Context: an optimization exercise on an open-source flow, tuned for small area and a short achievable clock period. The choices shown serve that exercise and are no tape-out recipe. Where RTL was checked, it was by simulation tests only, not by an equivalence proof against the original.

build 62:
Design RGBtoGray, start of the top module:
module RGBtoGray (r, g, b, valid_in, clk, rst, grayout, valid_out);
Size: ~4500 cells after synthesis, roughly 420 flip-flops.
make LEC_CHECK=0 ABC_AREA=1 CAP_MARGIN=20 CORE_MARGIN=2 CORE_UTILIZATION=40 PLACE_DENSITY=0.6 SLEW_MARGIN=20 finish   # period 12.0 ns
run.sh (not shown) runs the stock make flow with config.mk's settings and CLKGATE_MAP_FILE= SYNTH_SCRIPT=/design/flow/synth_recipe.tcl, a recipe that flattens the netlist after the stock synthesis.
Changes in build 77 relative to build 62:
Settings: changing CORE_UTILIZATION from 40 to 65; setting SETUP_SLACK_MARGIN to 5 for the first time; changing PLACE_DENSITY from 0.6 to 0.8.
Notes after the runs:
Global routing met3 resource utilization (lower): build 62
Build 77 against build 62: instance count after placement with tap cells included shrank by 490, fmax grew by about 6%, hold slack grew by 7.2 ps.
Worst max-slew margin expressed relative to the limit (build 77 over build 62): increase, 1.5 points
Utilization of the core after routing (build 77 over build 62): increase, 27 points
Build 77 vs build 62: number of nets in the layout up in build 77
As far as simple-gate share of the synthesized area goes, build 77 and build 62 are indistinguishable; the numbers are identical.
The worst setup margin reported for build 77 is greater than that of build 62 by 410 ps.
diff inputs: build 77 => build 44
Settings: a deleted SETUP_SLACK_MARGIN that had been 5; a change of CORE_UTILIZATION from 65 to 40; a change of PLACE_DENSITY from 0.8 to 0.6.
==> flow/flow/run.sh (new file) <==
#!/bin/bash
set -euo pipefail
bash standard.sh SETUP_SLACK_MARGIN=7.5 finish > standard_flow.log 2>&1
==> flow/standard.sh (new file) <==
#!/bin/bash
# synth_recipe.tcl (not shown) runs the flow's synth.tcl, then flattens the netlist and writes it again
# the make line also repeats each setting of config.mk as NAME=value (left out here)
make -C /OpenROAD-flow-scripts/flow DESIGN_CONFIG=/design/flow/config.mk WORK_HOME=/design/flow/orfs CLKGATE_MAP_FILE= SYNTH_SCRIPT=/design/flow/synth_recipe.tcl "${@:-finish}"
removed: flow/run.sh
Findings:
Number of signal-net inverters in the final layout: build 44 and build 77 compared, lower one is build 77
Total half-perimeter wirelength after legalization and detailed placement: build 44 and build 77 compared, lower one is build 77
Diff build 77 -> build 44 | number of gates on the worst path with buffers counted | decrease of 3
No functional check of the RTL was part of any run of this note.

* * *

Another version of the RTL of RGBtoGray (not shown whole).
Size: ~4800 cells after synthesis, ~0.046 mm2 of cells after synthesis.
clock: 12.0 ns
lec_check: 0
abc_area: 1
cap_margin: 20
core_margin: 2
core_utilization: 40
cts_buf_list: sky130_fd_sc_hd__clkbuf_4
place_density: 0.6
slew_margin: 20
standard.sh (not shown) runs the stock make flow with config.mk's settings and CLKGATE_MAP_FILE= SYNTH_SCRIPT=/design/flow/synth_recipe.tcl, a recipe that flattens the netlist after the stock synthesis.
==> flow/flow/run.sh <==
#!/bin/bash
# 1. the standard synthesis (standard.sh synth), unchanged.
# 2. flow/invpush.py: full adders are self-dual, so an fa cell can take complemented inputs and
#    give complemented outputs; it flips fa cells where that needs fewer inverters. Registers,
#    ports and every register's and port's logic function stay as synthesis made them.
set -euo pipefail
R=orfs/results/${FLOW_PLATFORM}/RGBtoGray/base
bash standard.sh SETUP_SLACK_MARGIN=7.5 synth > synth.log 2>&1
python3 flow/invpush.py $R/1_2_yosys.v $R/1_2_yosys.inv.v > invpush.log 2>&1
mv $R/1_2_yosys.inv.v $R/1_2_yosys.v
rm -f $R/1_synth.odb
bash standard.sh SETUP_SLACK_MARGIN=7.5 finish > standard_flow.log 2>&1
Other scripts of this flow, unchanged in this note and not shown: flow/flow/invpush.py
Then changed:
--- a/flow/flow/run.sh
+++ b/flow/flow/run.sh
@@ -6,7 +6,7 @@
 set -euo pipefail
 R=orfs/results/${FLOW_PLATFORM}/RGBtoGray/base
-bash standard.sh SETUP_SLACK_MARGIN=7.5 synth > synth.log 2>&1
+bash standard.sh SETUP_SLACK_MARGIN=8.0 synth > synth.log 2>&1
 python3 flow/invpush.py $R/1_2_yosys.v $R/1_2_yosys.inv.v > invpush.log 2>&1
 mv $R/1_2_yosys.inv.v $R/1_2_yosys.v
 rm -f $R/1_synth.odb
-bash standard.sh SETUP_SLACK_MARGIN=7.5 finish > standard_flow.log 2>&1
+bash standard.sh SETUP_SLACK_MARGIN=8.0 finish > standard_flow.log 2>&1
CTS_BUF_LIST = default   (was sky130_fd_sc_hd__clkbuf_4)
The new run completed without violations; cell area increases by 1.8%; non-clock buffer count came out higher by 30; cell count came out lower by about 3%.
Then changed:
--- a/flow/flow/run.sh
+++ b/flow/flow/run.sh
@@ -6,7 +6,7 @@
 set -euo pipefail
 R=orfs/results/${FLOW_PLATFORM}/RGBtoGray/base
-bash standard.sh SETUP_SLACK_MARGIN=8.0 synth > synth.log 2>&1
+bash standard.sh SETUP_SLACK_MARGIN=7.5 synth > synth.log 2>&1
 python3 flow/invpush.py $R/1_2_yosys.v $R/1_2_yosys.inv.v > invpush.log 2>&1
 mv $R/1_2_yosys.inv.v $R/1_2_yosys.v
 rm -f $R/1_synth.odb
-bash standard.sh SETUP_SLACK_MARGIN=8.0 finish > standard_flow.log 2>&1
+bash standard.sh SETUP_SLACK_MARGIN=7.5 finish > standard_flow.log 2>&1
Result: The changed run ran to the end with no violations. Non-clock buffer count goes down by 30. Hold slack stays flat. Global-route usage is unchanged.

* * *

## red
Another version of the RTL of RGBtoGray (not shown whole).
Size in the first run: ~770 flip-flops, roughly 130 I/O pins, roughly 45000 µm² of cells after synthesis.
export LEC_CHECK = 0
export ABC_AREA = 1
export CAP_MARGIN = 20
export CORE_MARGIN = 2
export CORE_UTILIZATION = 40
export PLACE_DENSITY = 0.6
export SLEW_MARGIN = 20
create_clock -name core_clock -period 12.0 [get_ports {clk}]
==> flow/flow/run.sh <==
#!/bin/bash
set -euo pipefail
bash standard.sh SETUP_SLACK_MARGIN=7.5 finish > standard_flow.log 2>&1
[inputs] blue vs red
==> flow/run.sh (new file) <==
#!/bin/bash
# synth_recipe.tcl (not shown) runs the flow's synth.tcl, then flattens the netlist and writes it again
# the make line also repeats each setting of config.mk as NAME=value (left out here)
make -C /OpenROAD-flow-scripts/flow DESIGN_CONFIG=/design/flow/config.mk WORK_HOME=/design/flow/orfs CLKGATE_MAP_FILE= SYNTH_SCRIPT=/design/flow/synth_recipe.tcl finish
removed: flow/flow/run.sh
removed: flow/standard.sh
[summary]
In blue the number of cells upsized or downsized after cts turned out 221 lower than in red. Looking only at detailed-route via count, and setting everything else aside, the higher value of blue and red goes to red. Compare blue and red | largest incremental delay on the critical path higher: red. Area share of buffers outside the clock network ended up 2.9 points lower on blue than on red. [compare] base=red new=blue: final standard cell utilization of the core went down by 3.0 points, final design instance area without fill went down by about 6%. Routed wire length on met2 ends up lower on blue. Compared with red, blue supports a lower clock frequency.
Function was not checked in any run of this note: the RTL went through the layout flow alone.

* * *

RGBtoGray, a different RTL version from the one above (not shown whole).
Size in the first run: roughly 4800 cells after synthesis, about 130 I/O pins, ~46000 µm² of cells after synthesis.
// RGBtoGray
module RGBtoGray (r, g, b, valid_in, clk, rst, grayout, valid_out);
  input [31:0] r, g, b;
  input valid_in, clk, rst;
  output [31:0] grayout;
  output valid_out;
  reg [31:0] r_q1;
  always @(posedge clk) r_q1 <= r;
  reg [31:0] g_q1;
  always @(posedge clk) g_q1 <= g;
  reg [31:0] b_q1;
  always @(posedge clk) b_q1 <= b;
  wire [24:0] haR, hbR; wire clR;
  mul_R umR(.f(r_q1[22:0]), .ha(haR), .hb(hbR), .cl(clR));
  wire [0:0] hR = (r_q1[22:0] >= 23'd5639165);
  wire [7:0] eR = r_q1[30:23] + 8'd254 + {7'd0, hR};
  wire [0:0] sR = r_q1[31];
  wire [0:0] ziR = (r_q1[30:23] == 8'd0);
  wire [24:0] haG, hbG; wire clG;
  mul_G umG(.f(g_q1[22:0]), .ha(haG), .hb(hbG), .cl(clG));
  wire [0:0] hG = (g_q1[22:0] >= 23'd5902036);
  wire [7:0] eG = g_q1[30:23] + 8'd255 + {7'd0, hG};
  wire [0:0] sG = g_q1[31];
  wire [0:0] ziG = (g_q1[30:23] == 8'd0);
  wire [24:0] haB, hbB; wire clB;
  mul_B umB(.f(b_q1[22:0]), .ha(haB), .hb(hbB), .cl(clB));
  wire [0:0] hB = (b_q1[22:0] >= 23'd809428);
  wire [7:0] eB = b_q1[30:23] + 8'd252 + {7'd0, hB};
  wire [0:0] sB = b_q1[31];
  wire [0:0] ziB = (b_q1[30:23] == 8'd0);
  wire [0:0] zR = ziR | (eR == 8'd0);
  wire [0:0] zG = ziG | (eG == 8'd0);
  reg [24:0] haR_q2;
  always @(posedge clk) haR_q2 <= haR;
  reg [24:0] hbR_q2;
  always @(posedge clk) hbR_q2 <= hbR;
  reg [0:0] clR_q2;
  always @(posedge clk) clR_q2 <= clR;
  reg [0:0] hR_q2;
  always @(posedge clk) hR_q2 <= hR;
  reg [7:0] eR_q2;
  always @(posedge clk) eR_q2 <= eR;
  reg [0:0] sR_q2;
  always @(posedge clk) sR_q2 <= sR;
  reg [24:0] haG_q2;
  ...
==> flow/config.mk <==
export PLATFORM = sky130hd
export DESIGN_NAME = RGBtoGray
export DESIGN_NICKNAME = RGBtoGray
export VERILOG_FILES = /design/flow/design.v
export SDC_FILE = /design/flow/constraint.sdc
export NUM_CORES = 4
export LEC_CHECK = 0
export ABC_AREA = 1
export CAP_MARGIN = 20
export CORE_MARGIN = 2
export CORE_UTILIZATION = 40
export CTS_BUF_LIST = sky130_fd_sc_hd__clkbuf_8
export CTS_CLUSTER_DIAMETER = 50
export CTS_CLUSTER_SIZE = 16
export PLACE_DENSITY = 0.6
export SLEW_MARGIN = 20
==> flow/constraint.sdc <==
create_clock -name core_clock -period 12.0 [get_ports {clk}]
set_input_delay 2.4000 -clock core_clock [delete_from_list [all_inputs] [get_ports {clk}]]
set_output_delay 2.4000 -clock core_clock [all_outputs]
set_load 0.01 [all_outputs]
==> flow/flow/run.sh <==
#!/bin/bash
# 1. the standard synthesis (standard.sh synth), unchanged.
# 2. flow/invpush.py: full adders are self-dual, so an fa cell can take complemented inputs and
#    give complemented outputs; it flips fa cells where that needs fewer inverters. Registers,
#    ports and every register's and port's logic function stay as synthesis made them.
set -euo pipefail
R=orfs/results/${FLOW_PLATFORM}/RGBtoGray/base
bash standard.sh SETUP_SLACK_MARGIN=8 'BUFFER_PORTS_ARGS=-buffer_cell sky130_fd_sc_hd__buf_1' synth > synth.log 2>&1
python3 flow/invpush.py $R/1_2_yosys.v $R/1_2_yosys.inv.v > invpush.log 2>&1
mv $R/1_2_yosys.inv.v $R/1_2_yosys.v
rm -f $R/1_synth.odb
bash standard.sh SETUP_SLACK_MARGIN=8 'BUFFER_PORTS_ARGS=-buffer_cell sky130_fd_sc_hd__buf_1' finish > standard_flow.log 2>&1
Other scripts of this flow, unchanged in this note and not shown: flow/flow/invpush.py
==> next run, changes <==
--- a/flow/config.mk
+++ b/flow/config.mk
@@ -11 +11 @@
-export CORE_UTILIZATION = 40
+export CORE_UTILIZATION = 55
@@ -15 +15 @@
-export PLACE_DENSITY = 0.6
+export PLACE_DENSITY = 0.75
What happened: Critical path depth went down by 2; cell area went down by 1.6%; fmax went up by about 0.6%.
==> next run, changes <==
--- a/flow/config.mk
+++ b/flow/config.mk
@@ -11 +11 @@
-export CORE_UTILIZATION = 55
+export CORE_UTILIZATION = 40
@@ -13,3 +13,3 @@
-export CTS_CLUSTER_DIAMETER = 50
-export CTS_CLUSTER_SIZE = 16
-export PLACE_DENSITY = 0.75
+export CTS_CLUSTER_DIAMETER = 55
+export CTS_CLUSTER_SIZE = 20
+export PLACE_DENSITY = 0.6
First-iteration DRC count is lower by 23%.
Worst setup slack got worse by 0.027 ns.
Core utilization shrinks by 16 points.
Sequential share of layout area came out lower by 0.41 points.
Design area goes up by 1.4%.
Global-route usage falls by 6.1 points.
Wire length rose by 1.7%.
Register-to-register slack is worse by 0.03 ns.
Cell count went up by 7.4%.
==> next run, changes <==
--- a/flow/config.mk
+++ b/flow/config.mk
@@ -13,2 +13,2 @@
-export CTS_CLUSTER_DIAMETER = 55
-export CTS_CLUSTER_SIZE = 20
+export CTS_CLUSTER_DIAMETER = 45
+export CTS_CLUSTER_SIZE = 12
Hold slack is better by 0.020 ns.
Via count grows by 0.34%.
Cell count grows by 0.38%.
Sequential share of layout area shrinks by 0.16 points.
Fmax grows by about 0.34%.
Cell area grows by 0.44%.
==> next run, changes <==
--- a/flow/config.mk
+++ b/flow/config.mk
@@ -13,2 +13,2 @@
-export CTS_CLUSTER_DIAMETER = 45
-export CTS_CLUSTER_SIZE = 12
+export CTS_CLUSTER_DIAMETER = 40
+export CTS_CLUSTER_SIZE = 10
What happened:
- die area does not change
- first-iteration DRC count decreases by 9.0%
- wire length increases by 0.42%
- global-route usage increases by 0.16 points
- design area increases by 1.1%
- worst setup slack got worse by 0.011 ns

[static timing again, ports no longer ideal]
No port has a modelled driver above. Below, the same layouts with a new extraction and two added sets of constraints. Step 1, drivers: a clkbuf_16 drives clk and a buf_2 each remaining input, both assumed. Step 2 also shifts input and output timing later by t, the mid clock arrival at the registers, as if the neighbouring blocks saw the same clock. Three values: ideal ports, drivers, drivers and shift; two values: the first two.
run | t, ns | setup WS [ns] | slew at the worst register clock pin (ns)
build 62 | 0.687 | 4.927 / 4.927 / 4.927 | 0.07 / 0.07
build 77 | 0.653 | 5.337 / 5.337 / 5.337 | 0.06 / 0.06
build 44 | 0.691 | 6.082 / 6.082 / 6.082 | 0.07 / 0.07
the first run of note 2 | 1.177 | 7.693 / 7.623 / 7.765 | 0.08 / 0.08
the second run of note 2 | 0.726 | 8.061 / 8.000 / 8.061 | 0.06 / 0.06
the third run of note 2 | 0.727 | 7.802 / 7.802 / 7.802 | 0.06 / 0.06
red | 0.726 | 7.078 / 7.078 / 7.078 | 0.07 / 0.07
blue | 0.703 | 6.314 / 6.314 / 6.314 | 0.06 / 0.06
the first run of note 4 | 0.816 | 8.150 / 8.150 / 8.150 | 0.10 / 0.10
the second run of note 4 | 0.795 | 8.174 / 8.174 / 8.174 | 0.10 / 0.10
the third run of note 4 | 0.789 | 8.146 / 8.146 / 8.146 | 0.11 / 0.11
the fourth run of note 4 | 0.824 | 8.159 / 8.159 / 8.159 | 0.08 / 0.08
the fifth run of note 4 | 0.876 | 8.148 / 8.148 / 8.148 | 0.07 / 0.07
After both steps every run listed still meets setup and hold.
